From an optimization exercise on the open Yosys and OpenROAD flow, aimed at small area, a short achievable clock period and few clock cycles per item; shortcuts taken in it are not production practice.
At most, simulation tests tie the RTL to the original design; equivalence was not proved.
Power is estimated from default activity; no workload was simulated.

==> module demosaic, before the edit <==
module demosaic(clk, reset, in_en, data_in, wr_r, addr_r, wdata_r, rdata_r, wr_g, addr_g, wdata_g, rdata_g, wr_b, addr_b, wdata_b, rdata_b, done);
input clk;
input reset;
input in_en;
input [7:0] data_in;
output reg wr_r;
output reg [13:0] addr_r;
output reg [7:0] wdata_r;
input [7:0] rdata_r;
output reg wr_g;
output reg [13:0] addr_g;
output reg [7:0] wdata_g;
input [7:0] rdata_g;
output reg wr_b;
output reg [13:0] addr_b;
output reg [7:0] wdata_b;
input [7:0] rdata_b;
output reg done;
reg p1, p2;              
reg [6:0] row, col;      
reg f0, f1, f126, f127;  
reg [1:0] mid_sel;       
reg [8:0] s_old, s_new;
reg [7:0] m_old, m_new;
wire [7:0] mid_v = (mid_sel == 2'd0) ? rdata_r : (mid_sel == 2'd1) ? rdata_g : rdata_b;
wire [7:0] tb_a  = (mid_sel == 2'd0) ? rdata_g : rdata_r;
wire [7:0] tb_b  = (mid_sel == 2'd2) ? rdata_g : rdata_b;
wire [8:0] s_in  = tb_a + tb_b;
wire [8:0] horiz_s = m_old + rdata_g;
wire [9:0] diag_rg = s_old + rdata_r + rdata_g;
wire [9:0] diag_gb = s_old + rdata_g + rdata_b;
wire [9:0] sm      = s_new + m_old;
wire [9:0] gsum_s  = sm + (row[0] ? rdata_r : rdata_b);
wire [7:0] horiz = horiz_s[8:1];
wire [7:0] vert  = s_new[8:1];
wire r0 = row[0];
wire c0 = col[0];
wire own_g = (r0 == c0);
wire own_r = ~r0 & c0;
wire own_b = r0 & ~c0;
wire [6:0] rm2 = row - 7'd2;
wire [6:0] rm1 = row - 7'd1;
wire [6:0] rp1 = row + 7'd1;
wire [6:0] col2 = col - 7'd2;
wire [13:0] a_own = {row, col};
wire [6:0] vrow = f0 ? rm2 : f1 ? rm1 : row;
wire [6:0] trow = f0 ? rm1 : f1 ? row : rp1;
wire [13:0] a_v = {vrow, col2};
wire [13:0] a_t = {trow, col2};
wire [13:0] a_k = {row, col};
wire [13:0] a_pr = f126 ? {row, 7'd0} : {rp1, col};
wire [13:0] a_c1_hi = {rp1, 7'd1};
wire [13:0] a_c1_lo = {row, 7'd1};
wire [1:0] mid_next = f126 ? 2'd0 :
                      f127 ? (r0 ? 2'd0 : 2'd1) :
                      (r0 == c0) ? (r0 ? 2'd0 : 2'd2) : 2'd1;
wire last_pix = (row == 7'd127) & f127;
wire last_step = (row == 7'd126) & f127;
wire idle = ~p1 & ~p2 & ~done;
always @(posedge clk or posedge reset) begin
	if (reset) begin
		p1 <= 1'b0;
		p2 <= 1'b0;
		done <= 1'b0;
		wr_r <= 1'b0;
		wr_g <= 1'b0;
		wr_b <= 1'b0;
	end else begin
		if (p2) begin
			wr_r <= ~own_r & ~f127 & ~last_step;
			wr_g <= ~own_g & ~f127 & ~last_step;
			wr_b <= ~own_b & ~f127 & ~last_step;
			if (last_step) begin
				p2 <= 1'b0;
				done <= 1'b1;
			end
		end else if (in_en & ~done) begin
			wr_r <= ~(f1 & r0);
			wr_g <= ~(f1 & ~r0);
			wr_b <= 1'b1;
			p1 <= ~last_pix;
			p2 <= last_pix;
		end else begin
			wr_r <= 1'b0;
			wr_g <= 1'b0;
			wr_b <= 1'b0;
		end
	end
end
always @(posedge clk) begin
	s_old <= s_new;
	m_old <= m_new;
	s_new <= s_in;
	m_new <= mid_v;
	mid_sel <= mid_next;
	if (idle) begin
		row <= 7'd0;
		col <= {6'd0, in_en};
		f0 <= ~in_en;
		f1 <= in_en;
		f126 <= 1'b0;
		f127 <= 1'b0;
	end else if (p1 & last_pix) begin
		row <= 7'd0;
		col <= 7'd126;
		f0 <= 1'b0;
		f1 <= 1'b0;
		f126 <= 1'b1;
		f127 <= 1'b0;
	end else begin
		col <= col + 7'd1;
		if (f127)
			row <= rp1;
		f0 <= f127;
		f1 <= f0;
		f126 <= (col == 7'd125);
		f127 <= f126;
	end
	if (p2) begin
		addr_r <= f127 ? (r0 ? a_c1_hi : a_c1_lo) : own_r ? a_pr : a_k;
		addr_g <= f127 ? (r0 ? a_c1_lo : a_c1_hi) : own_g ? a_pr : a_k;
		addr_b <= (f127 | own_b) ? a_pr : a_k;
		wdata_r <= own_g ? (r0 ? vert : horiz) : diag_gb[9:2];
		wdata_g <= gsum_s[9:2];
		wdata_b <= own_g ? (r0 ? horiz : vert) : diag_rg[9:2];
	end else begin
		addr_r <= own_r ? a_own : (~c0 ? a_t : a_v);
		addr_g <= own_g ? a_own : a_v;
		addr_b <= own_b ? a_own : (((~r0 & ~c0) | f1) ? a_v : a_t);
		wdata_r <= data_in;
		wdata_g <= data_in;
		wdata_b <= data_in;
	end
end
endmodule
export LEC_CHECK = 0
export CAP_MARGIN = 20
export CORE_MARGIN = 2
export CORE_UTILIZATION = 40
export SETUP_SLACK_MARGIN = 2.6
export SLEW_MARGIN = 20
export BUFFER_PORTS_ARGS = -buffer_cell sky130_fd_sc_hd__buf_1
create_clock -name core_clock -period 5.0 [get_ports {clk}]
standard.sh (not shown) runs the stock make flow with config.mk's settings and CLKGATE_MAP_FILE= SYNTH_SCRIPT=/design/flow/synth_recipe.tcl, a recipe that flattens the netlist after the stock synthesis.
==> flow/flow/run.sh <==
#!/bin/bash
# Standard layout, with a small buffer on each port instead of the default one.
set -euo pipefail
echo 'export BUFFER_PORTS_ARGS = -buffer_cell sky130_fd_sc_hd__buf_1' >> config.mk
bash standard.sh > flow.log 2>&1
The starting point completed without violations.
Rerun with:
--- a/flow/design.v
+++ b/flow/design.v
@@ -35,28 +35,23 @@
 wire [7:0] vert  = s_new[8:1];
 wire r0 = row[0];
 wire c0 = col[0];
 wire own_g = (r0 == c0);
 wire own_r = ~r0 & c0;
 wire own_b = r0 & ~c0;
-wire [6:0] rm2 = row - 7'd2;
-wire [6:0] rm1 = row - 7'd1;
+wire lo = f0 | f1;       
 wire [6:0] rp1 = row + 7'd1;
 wire [6:0] col2 = col - 7'd2;
 wire [13:0] a_own = {row, col};
-wire [6:0] vrow = f0 ? rm2 : f1 ? rm1 : row;
-wire [6:0] trow = f0 ? rm1 : f1 ? row : rp1;
-wire [13:0] a_v = {vrow, col2};
-wire [13:0] a_t = {trow, col2};
+wire [13:0] a_v = {lo ? row - 7'd2 : row, col2};
+wire [13:0] a_t = {lo ? row - 7'd1 : rp1, col2};
+wire hi = f126 | f127;   
 wire [13:0] a_k = {row, col};
-wire [13:0] a_pr = f126 ? {row, 7'd0} : {rp1, col};
-wire [13:0] a_c1_hi = {rp1, 7'd1};
-wire [13:0] a_c1_lo = {row, 7'd1};
-wire [1:0] mid_next = f126 ? 2'd0 :
-                      f127 ? (r0 ? 2'd0 : 2'd1) :
-                      (r0 == c0) ? (r0 ? 2'd0 : 2'd2) : 2'd1;
+wire [13:0] a_pr = hi ? {row, 6'd0, f127} : {rp1, col};
+wire [1:0] mid_next = hi ? {f127, 1'b0} :
+                      own_g ? (r0 ? 2'd0 : 2'd2) : 2'd1;
 wire last_pix = (row == 7'd127) & f127;
 wire last_step = (row == 7'd126) & f127;
 wire idle = ~p1 & ~p2 & ~done;
 always @(posedge clk or posedge reset) begin
 	if (reset) begin
 		p1 <= 1'b0;
@@ -72,14 +67,14 @@
 			wr_b <= ~own_b & ~f127 & ~last_step;
 			if (last_step) begin
 				p2 <= 1'b0;
 				done <= 1'b1;
 			end
 		end else if (in_en & ~done) begin
-			wr_r <= ~(f1 & r0);
-			wr_g <= ~(f1 & ~r0);
+			wr_r <= 1'b1;
+			wr_g <= 1'b1;
 			wr_b <= 1'b1;
 			p1 <= ~last_pix;
 			p2 <= last_pix;
 		end else begin
 			wr_r <= 1'b0;
 			wr_g <= 1'b0;
@@ -114,22 +109,22 @@
 		f0 <= f127;
 		f1 <= f0;
 		f126 <= (col == 7'd125);
 		f127 <= f126;
 	end
 	if (p2) begin
-		addr_r <= f127 ? (r0 ? a_c1_hi : a_c1_lo) : own_r ? a_pr : a_k;
-		addr_g <= f127 ? (r0 ? a_c1_lo : a_c1_hi) : own_g ? a_pr : a_k;
-		addr_b <= (f127 | own_b) ? a_pr : a_k;
+		addr_r <= own_r ? a_pr : a_k;
+		addr_g <= own_g ? a_pr : a_k;
+		addr_b <= own_b ? a_pr : a_k;
 		wdata_r <= own_g ? (r0 ? vert : horiz) : diag_gb[9:2];
 		wdata_g <= gsum_s[9:2];
 		wdata_b <= own_g ? (r0 ? horiz : vert) : diag_rg[9:2];
 	end else begin
-		addr_r <= own_r ? a_own : (~c0 ? a_t : a_v);
+		addr_r <= own_r ? a_own : (c0 ? a_v : a_t);
 		addr_g <= own_g ? a_own : a_v;
-		addr_b <= own_b ? a_own : (((~r0 & ~c0) | f1) ? a_v : a_t);
+		addr_b <= own_b ? a_own : (own_g & ~r0 ? a_v : a_t);
 		wdata_r <= data_in;
 		wdata_g <= data_in;
 		wdata_b <= data_in;
 	end
 end
 endmodule
The new run produced a clean layout; count of clock-buffer cells in the layout decreases by 1; wire length decreases by 8.2%; critical path depth decreases by 1; maximum frequency increases by 1.2%; via count decreases by 4.8%; synthesized area increases by about 0.6%; clock power is about the same; die area increases by about 0.6%; final cell count decreases by 0.95%; total power decreases by about 1.5%; global-route usage decreases by 1.2 points; combinational power barely changes; worst hold slack barely changes; core utilization decreases by 1.2 points.
Testbench counts after the change, summed over its fixed seeds: cycles 260,120, images 8.
Only the layout flow was run in the first run of this note; the RTL was not checked for function there.

========
demosaic again, from the RTL that the note above started with.
Settings: LEC_CHECK=0, CAP_MARGIN=20, CORE_MARGIN=2, CORE_UTILIZATION=40, SETUP_SLACK_MARGIN=2.6, SLEW_MARGIN=20; clock period 5.0 ns.
run.sh (not shown) runs the stock make flow with config.mk's settings and CLKGATE_MAP_FILE= SYNTH_SCRIPT=/design/flow/synth_recipe.tcl, a recipe that flattens the netlist after the stock synthesis.
Stock flow here: none of the scripts above is used.
Rerun with:
--- a/flow/design.v
+++ b/flow/design.v
@@ -36,26 +36,21 @@
 wire r0 = row[0];
 wire c0 = col[0];
 wire own_g = (r0 == c0);
 wire own_r = ~r0 & c0;
 wire own_b = r0 & ~c0;
-wire [6:0] rm2 = row - 7'd2;
-wire [6:0] rm1 = row - 7'd1;
+wire lo = f0 | f1;       
 wire [6:0] rp1 = row + 7'd1;
 wire [6:0] col2 = col - 7'd2;
 wire [13:0] a_own = {row, col};
-wire [6:0] vrow = f0 ? rm2 : f1 ? rm1 : row;
-wire [6:0] trow = f0 ? rm1 : f1 ? row : rp1;
-wire [13:0] a_v = {vrow, col2};
-wire [13:0] a_t = {trow, col2};
+wire [13:0] a_v = {lo ? row - 7'd2 : row, col2};
+wire [13:0] a_t = {lo ? row - 7'd1 : rp1, col2};
+wire hi = f126 | f127;   
 wire [13:0] a_k = {row, col};
-wire [13:0] a_pr = f126 ? {row, 7'd0} : {rp1, col};
-wire [13:0] a_c1_hi = {rp1, 7'd1};
-wire [13:0] a_c1_lo = {row, 7'd1};
-wire [1:0] mid_next = f126 ? 2'd0 :
-                      f127 ? (r0 ? 2'd0 : 2'd1) :
-                      (r0 == c0) ? (r0 ? 2'd0 : 2'd2) : 2'd1;
+wire [13:0] a_pr = hi ? {row, 6'd0, f127} : {rp1, col};
+wire [1:0] mid_next = hi ? {f127, 1'b0} :
+                      own_g ? (r0 ? 2'd0 : 2'd2) : 2'd1;
 wire last_pix = (row == 7'd127) & f127;
 wire last_step = (row == 7'd126) & f127;
 wire idle = ~p1 & ~p2 & ~done;
 always @(posedge clk or posedge reset) begin
 	if (reset) begin
@@ -73,12 +68,12 @@
 			if (last_step) begin
 				p2 <= 1'b0;
 				done <= 1'b1;
 			end
 		end else if (in_en & ~done) begin
-			wr_r <= ~(f1 & r0);
-			wr_g <= ~(f1 & ~r0);
+			wr_r <= 1'b1;
+			wr_g <= 1'b1;
 			wr_b <= 1'b1;
 			p1 <= ~last_pix;
 			p2 <= last_pix;
 		end else begin
 			wr_r <= 1'b0;
@@ -115,20 +110,20 @@
 		f1 <= f0;
 		f126 <= (col == 7'd125);
 		f127 <= f126;
 	end
 	if (p2) begin
-		addr_r <= f127 ? (r0 ? a_c1_hi : a_c1_lo) : own_r ? a_pr : a_k;
-		addr_g <= f127 ? (r0 ? a_c1_lo : a_c1_hi) : own_g ? a_pr : a_k;
-		addr_b <= (f127 | own_b) ? a_pr : a_k;
+		addr_r <= own_r ? a_pr : a_k;
+		addr_g <= own_g ? a_pr : a_k;
+		addr_b <= own_b ? a_pr : a_k;
 		wdata_r <= own_g ? (r0 ? vert : horiz) : diag_gb[9:2];
 		wdata_g <= gsum_s[9:2];
 		wdata_b <= own_g ? (r0 ? horiz : vert) : diag_rg[9:2];
 	end else begin
-		addr_r <= own_r ? a_own : (~c0 ? a_t : a_v);
+		addr_r <= own_r ? a_own : (c0 ? a_v : a_t);
 		addr_g <= own_g ? a_own : a_v;
-		addr_b <= own_b ? a_own : (((~r0 & ~c0) | f1) ? a_v : a_t);
+		addr_b <= own_b ? a_own : (own_g & ~r0 ? a_v : a_t);
 		wdata_r <= data_in;
 		wdata_g <= data_in;
 		wdata_b <= data_in;
 	end
 end
Area after synthesis went up by 0.62%; synthesized cell count came out lower by 2.3%; register-to-register slack gets worse by 200 ps; setup slack is worse by 85 ps; via count came out lower by 4.5%; hold slack hardly moves; power shrinks by 2.8%; global-route usage fell by 0.81 points; clock-buffer cell count stays the same; wire length falls by 4.6%; die area rises by 0.60%; combinational power is lower by about 3%; non-clock buffer count came out higher by 2.
Testbench counts after the change, summed over its fixed seeds: cycles 260,120, images 8.
Function not checked in the first run of this note: the RTL went through the layout flow alone.

========
run a:
The RTL this note starts from:
==> flow/design.v <==
module demosaic(clk, reset, in_en, data_in, wr_r, addr_r, wdata_r, rdata_r, wr_g, addr_g, wdata_g, rdata_g, wr_b, addr_b, wdata_b, rdata_b, done);
input clk;
input reset;
input in_en;
input [7:0] data_in;
output reg wr_r;
output reg [13:0] addr_r;
output reg [7:0] wdata_r;
input [7:0] rdata_r;
output reg wr_g;
output reg [13:0] addr_g;
output reg [7:0] wdata_g;
input [7:0] rdata_g;
output reg wr_b;
output reg [13:0] addr_b;
output reg [7:0] wdata_b;
input [7:0] rdata_b;
output reg done;
reg p1, p2;              
reg [6:0] row;           
reg [7:0] col8;          
reg f0, f126, f127;      
wire [6:0] col = col8[6:0];
wire bub = col8[7];
reg [1:0] mid_sel;       
reg [8:0] s0, s1, s2;
reg [7:0] m0, m1;
wire [7:0] mid_v = (mid_sel == 2'd0) ? rdata_r : (mid_sel == 2'd1) ? rdata_g : rdata_b;
wire [7:0] tb_a  = (mid_sel == 2'd0) ? rdata_g : rdata_r;
wire [7:0] tb_b  = (mid_sel == 2'd2) ? rdata_g : rdata_b;
wire [8:0] s_in  = tb_a + tb_b;
wire [8:0] horiz_s = m0 + (row[0] ? rdata_r : rdata_b);
wire [9:0] sm      = s1 + m0;
wire [9:0] gsum_s  = sm + rdata_g;
wire [9:0] diag_s  = s0 + s2;
wire [7:0] horiz = horiz_s[8:1];
wire [7:0] vert  = s1[8:1];
wire [7:0] gsum  = gsum_s[9:2];
wire [7:0] diag  = diag_s[9:2];
wire r0 = row[0];
wire c0 = col[0];
wire own_g = (r0 == c0);
wire own_r = ~r0 & c0;
wire own_b = r0 & ~c0;
wire [6:0] rp1 = row + 7'd1;
wire [6:0] rp2 = row + 7'd2;
wire [6:0] rm1 = row - 7'd1;
wire [13:0] a_own = {row, col};
wire [13:0] a_x = f0 ? {row, 7'd126} : {rp1, col - 7'd3};
wire [13:0] a_y = own_g ? {rm1, col - 7'd3} : {row, col - 7'd2};
wire x_wr = (row != 7'd127);
wire gen = ~f126 & ~f127 & ~bub;
wire [13:0] a_k   = {row, col};
wire [13:0] a_rc1 = {rp1, col + 7'd1};
wire [13:0] a_rc2 = {row, col + 7'd2};
wire [13:0] p2_r = gen ? (own_r ? a_rc1 : a_k) :
                   f126 ? a_k :
                   ~bub ? (r0 ? {rp1, 7'd126} : {row, 7'd1}) :
                          (r0 ? {rp1, 7'd1} : {rp1, 7'd127});
wire [13:0] p2_g = gen ? (own_g ? a_rc2 : a_k) :
                   f126 ? (r0 ? a_k : {rp2, 7'd0}) :
                   ~bub ? (r0 ? {row, 7'd1} : {rp1, 7'd126}) :
                          (r0 ? {rp1, 7'd127} : {rp1, 7'd1});
wire [13:0] p2_b = gen ? (own_b ? a_rc1 : a_k) :
                   f126 ? (r0 ? {rp2, 7'd0} : a_k) :
                   ~bub ? (r0 ? {rp1, 7'd126} : {rp2, 7'd127}) :
                          (r0 ? {rp2, 7'd2} : {rp1, 7'd127});
wire [1:0] mid_next = gen ? (own_g ? 2'd1 : own_r ? 2'd2 : 2'd0) :
                      f126 ? (r0 ? 2'd1 : 2'd2) :
                      (r0 ? 2'd0 : 2'd1);
wire wrap = bub | (~p2 & f127);
wire last_pix = (row == 7'd127) & f127;
wire last_step = (row == 7'd126) & f127;
wire idle = ~p1 & ~p2 & ~done;
always @(posedge clk or posedge reset) begin
	if (reset) begin
		p1 <= 1'b0;
		p2 <= 1'b0;
		done <= 1'b0;
		wr_r <= 1'b0;
		wr_g <= 1'b0;
		wr_b <= 1'b0;
	end else begin
		if (p2) begin
			wr_r <= ~own_r & ~f127 & ~bub & ~last_step;
			wr_g <= ~own_g & ~f127 & ~bub & ~last_step;
			wr_b <= ~own_b & ~f127 & ~bub & ~last_step;
			if (last_step) begin
				p2 <= 1'b0;
				done <= 1'b1;
			end
		end else if (in_en & ~done) begin
			wr_r <= ~own_g | x_wr;
			wr_g <= own_g | x_wr;
			wr_b <= 1'b1;
			p1 <= ~last_pix;
			p2 <= last_pix;
		end else begin
			wr_r <= 1'b0;
			wr_g <= 1'b0;
			wr_b <= 1'b0;
		end
	end
end
always @(posedge clk) begin
	s0 <= s1;
	s1 <= s2;
	s2 <= s_in;
	m0 <= m1;
	m1 <= mid_v;
	mid_sel <= mid_next;
	if (idle) begin
		row <= 7'd0;
		col8 <= {7'd0, in_en};
		f0 <= ~in_en;
		f126 <= 1'b0;
		f127 <= 1'b0;
	end else if (p1 & last_pix) begin
		row <= 7'd0;
		col8 <= 8'd126;
		f0 <= 1'b0;
		f126 <= 1'b1;
		f127 <= 1'b0;
	end else begin
		col8 <= wrap ? 8'd0 : col8 + 8'd1;
		if (wrap)
			row <= rp1;
		f0 <= wrap;
		f126 <= (col8 == 8'd125);
		f127 <= f126;
	end
	if (p2) begin
		addr_r <= p2_r;
		addr_g <= p2_g;
		addr_b <= p2_b;
		wdata_r <= own_g ? (r0 ? vert : horiz) : diag;
		wdata_g <= gsum;
		wdata_b <= own_g ? (r0 ? horiz : vert) : diag;
	end else begin
		addr_r <= own_r ? a_own : own_g ? a_x : a_y;
		addr_g <= own_g ? a_own : a_x;
		addr_b <= own_b ? a_own : a_y;
		wdata_r <= data_in;
		wdata_g <= data_in;
		wdata_b <= data_in;
	end
end
endmodule
export LEC_CHECK = 0
export CAP_MARGIN = 20
export CORE_MARGIN = 2
export CORE_UTILIZATION = 40
export CTS_BUF_LIST = sky130_fd_sc_hd__clkbuf_8
export CTS_CLUSTER_DIAMETER = 80
export CTS_CLUSTER_SIZE = 30
export SETUP_SLACK_MARGIN = 2.0
export SLEW_MARGIN = 20
export BUFFER_PORTS_ARGS = -buffer_cell sky130_fd_sc_hd__buf_1
create_clock -name core_clock -period 5.0 [get_ports {clk}]
standard.sh (not shown) runs the stock make flow with config.mk's settings and CLKGATE_MAP_FILE= SYNTH_SCRIPT=/design/flow/synth_recipe.tcl, a recipe that flattens the netlist after the stock synthesis.
==> flow/flow/run.sh <==
#!/bin/bash
# Standard layout, with a small buffer on each port instead of the default
# one, and adders left to abc as plain gates (no full/half adder cells).
set -euo pipefail
cat >> config.mk <<'MK'
export BUFFER_PORTS_ARGS = -buffer_cell sky130_fd_sc_hd__buf_1
export DONT_USE_CELLS += sky130_fd_sc_hd__fa_1 sky130_fd_sc_hd__fa_2 sky130_fd_sc_hd__fa_4 sky130_fd_sc_hd__ha_1 sky130_fd_sc_hd__ha_2 sky130_fd_sc_hd__ha_4
MK
bash standard.sh > flow.log 2>&1
Testbench counts of run a, summed over its fixed seeds: cycles 261,128, images 8.
Modified inputs, run b compared to run a
--- a/flow/design.v
+++ b/flow/design.v
@@ -20,23 +20,24 @@
 reg [6:0] row;           
 reg [7:0] col8;          
 reg f0, f126, f127;      
 wire [6:0] col = col8[6:0];
 wire bub = col8[7];
 reg [1:0] mid_sel;       
-reg [8:0] s0, s1, s2;
+reg [8:0] s0, s1;
+reg [7:0] t2, b2;
 reg [7:0] m0, m1;
+reg [9:0] sm;
 wire [7:0] mid_v = (mid_sel == 2'd0) ? rdata_r : (mid_sel == 2'd1) ? rdata_g : rdata_b;
 wire [7:0] tb_a  = (mid_sel == 2'd0) ? rdata_g : rdata_r;
 wire [7:0] tb_b  = (mid_sel == 2'd2) ? rdata_g : rdata_b;
-wire [8:0] s_in  = tb_a + tb_b;
-wire [8:0] horiz_s = m0 + (row[0] ? rdata_r : rdata_b);
-wire [9:0] sm      = s1 + m0;
+wire [8:0] s2    = t2 + b2;
+wire [8:0] horiz_b = m0 + rdata_b;
+wire [8:0] horiz_r = m0 + rdata_r;
 wire [9:0] gsum_s  = sm + rdata_g;
 wire [9:0] diag_s  = s0 + s2;
-wire [7:0] horiz = horiz_s[8:1];
 wire [7:0] vert  = s1[8:1];
 wire [7:0] gsum  = gsum_s[9:2];
 wire [7:0] diag  = diag_s[9:2];
 wire r0 = row[0];
 wire c0 = col[0];
 wire own_g = (r0 == c0);
@@ -102,15 +103,17 @@
 		end
 	end
 end
 always @(posedge clk) begin
 	s0 <= s1;
 	s1 <= s2;
-	s2 <= s_in;
+	t2 <= tb_a;
+	b2 <= tb_b;
 	m0 <= m1;
 	m1 <= mid_v;
+	sm <= s2 + m1;
 	mid_sel <= mid_next;
 	if (idle) begin
 		row <= 7'd0;
 		col8 <= {7'd0, in_en};
 		f0 <= ~in_en;
 		f126 <= 1'b0;
@@ -130,15 +133,15 @@
 		f127 <= f126;
 	end
 	if (p2) begin
 		addr_r <= p2_r;
 		addr_g <= p2_g;
 		addr_b <= p2_b;
-		wdata_r <= own_g ? (r0 ? vert : horiz) : diag;
+		wdata_r <= own_g ? (r0 ? vert : horiz_b[8:1]) : diag;
 		wdata_g <= gsum;
-		wdata_b <= own_g ? (r0 ? horiz : vert) : diag;
+		wdata_b <= own_g ? (r0 ? horiz_r[8:1] : vert) : diag;
 	end else begin
 		addr_r <= own_r ? a_own : own_g ? a_x : a_y;
 		addr_g <= own_g ? a_own : a_x;
 		addr_b <= own_b ? a_own : a_y;
 		wdata_r <= data_in;
 		wdata_g <= data_in;
==> comparison <==
Going from run a to run b, slew at the pin with the worst max-slew slack shows an increase of 0.010 ns, share of total power in the clock network -2.6 points. Wire length reported by the detailed router went up by a few percent going from run a to run b. Where cell-internal power is concerned, run a is better than run b. Re wire length of the first global-routing pass: run b is 2.2 mm up on run a. Going from run a to run b, the die area was enlarged. Looking at setup slack across run b and run a, the one that comes out higher is run a. The sequential share of layout area number comes out lower for run a vs run b. For the total placed cells including tap cells, run b came in 1.8% lower than run a did.
No functional check of the RTL was part of run b.

==> re-timing with driven ports <==
In the flow no input, the clock included, has a driving cell. The finished layouts below were timed again as built, in two steps.
Step 1: set_driving_cell puts a clkbuf_16 on clk and a buf_2 on each other input, an assumption about the parent block.
Step 2 moves the port delays by t, midway between the first and last clock arrival at a register: inputs arrive t later, outputs are due t later. That takes back most of the time a late clock gives input paths.
Slacks: ideal ports / drivers / drivers and shift; pairs: ideal ports / drivers.
run | shift t [ns] | setup WS [ns] | latest minus earliest clock arrival (ns)
the first run of note 1 | 0.473 | 2.112 / 2.119 / 1.646 | 0.009 / 0.009
the second run of note 1 | 0.472 | 2.145 / 2.169 / 1.697 | 0.013 / 0.013
the first run of note 2 | 0.471 | 2.156 / 2.159 / 1.688 | 0.008 / 0.008
the second run of note 2 | 0.467 | 2.071 / 2.075 / 1.608 | 0.009 / 0.008
run a | 0.493 | 2.131 / 2.150 / 1.657 | 0.017 / 0.017
run b | 0.502 | 2.055 / 2.063 / 1.560 | 0.019 / 0.019
After both steps every run listed still meets setup and hold. The setup slack of run b, which loses most, moves by +0.008 ns with the drivers and by -0.495 ns with both steps.
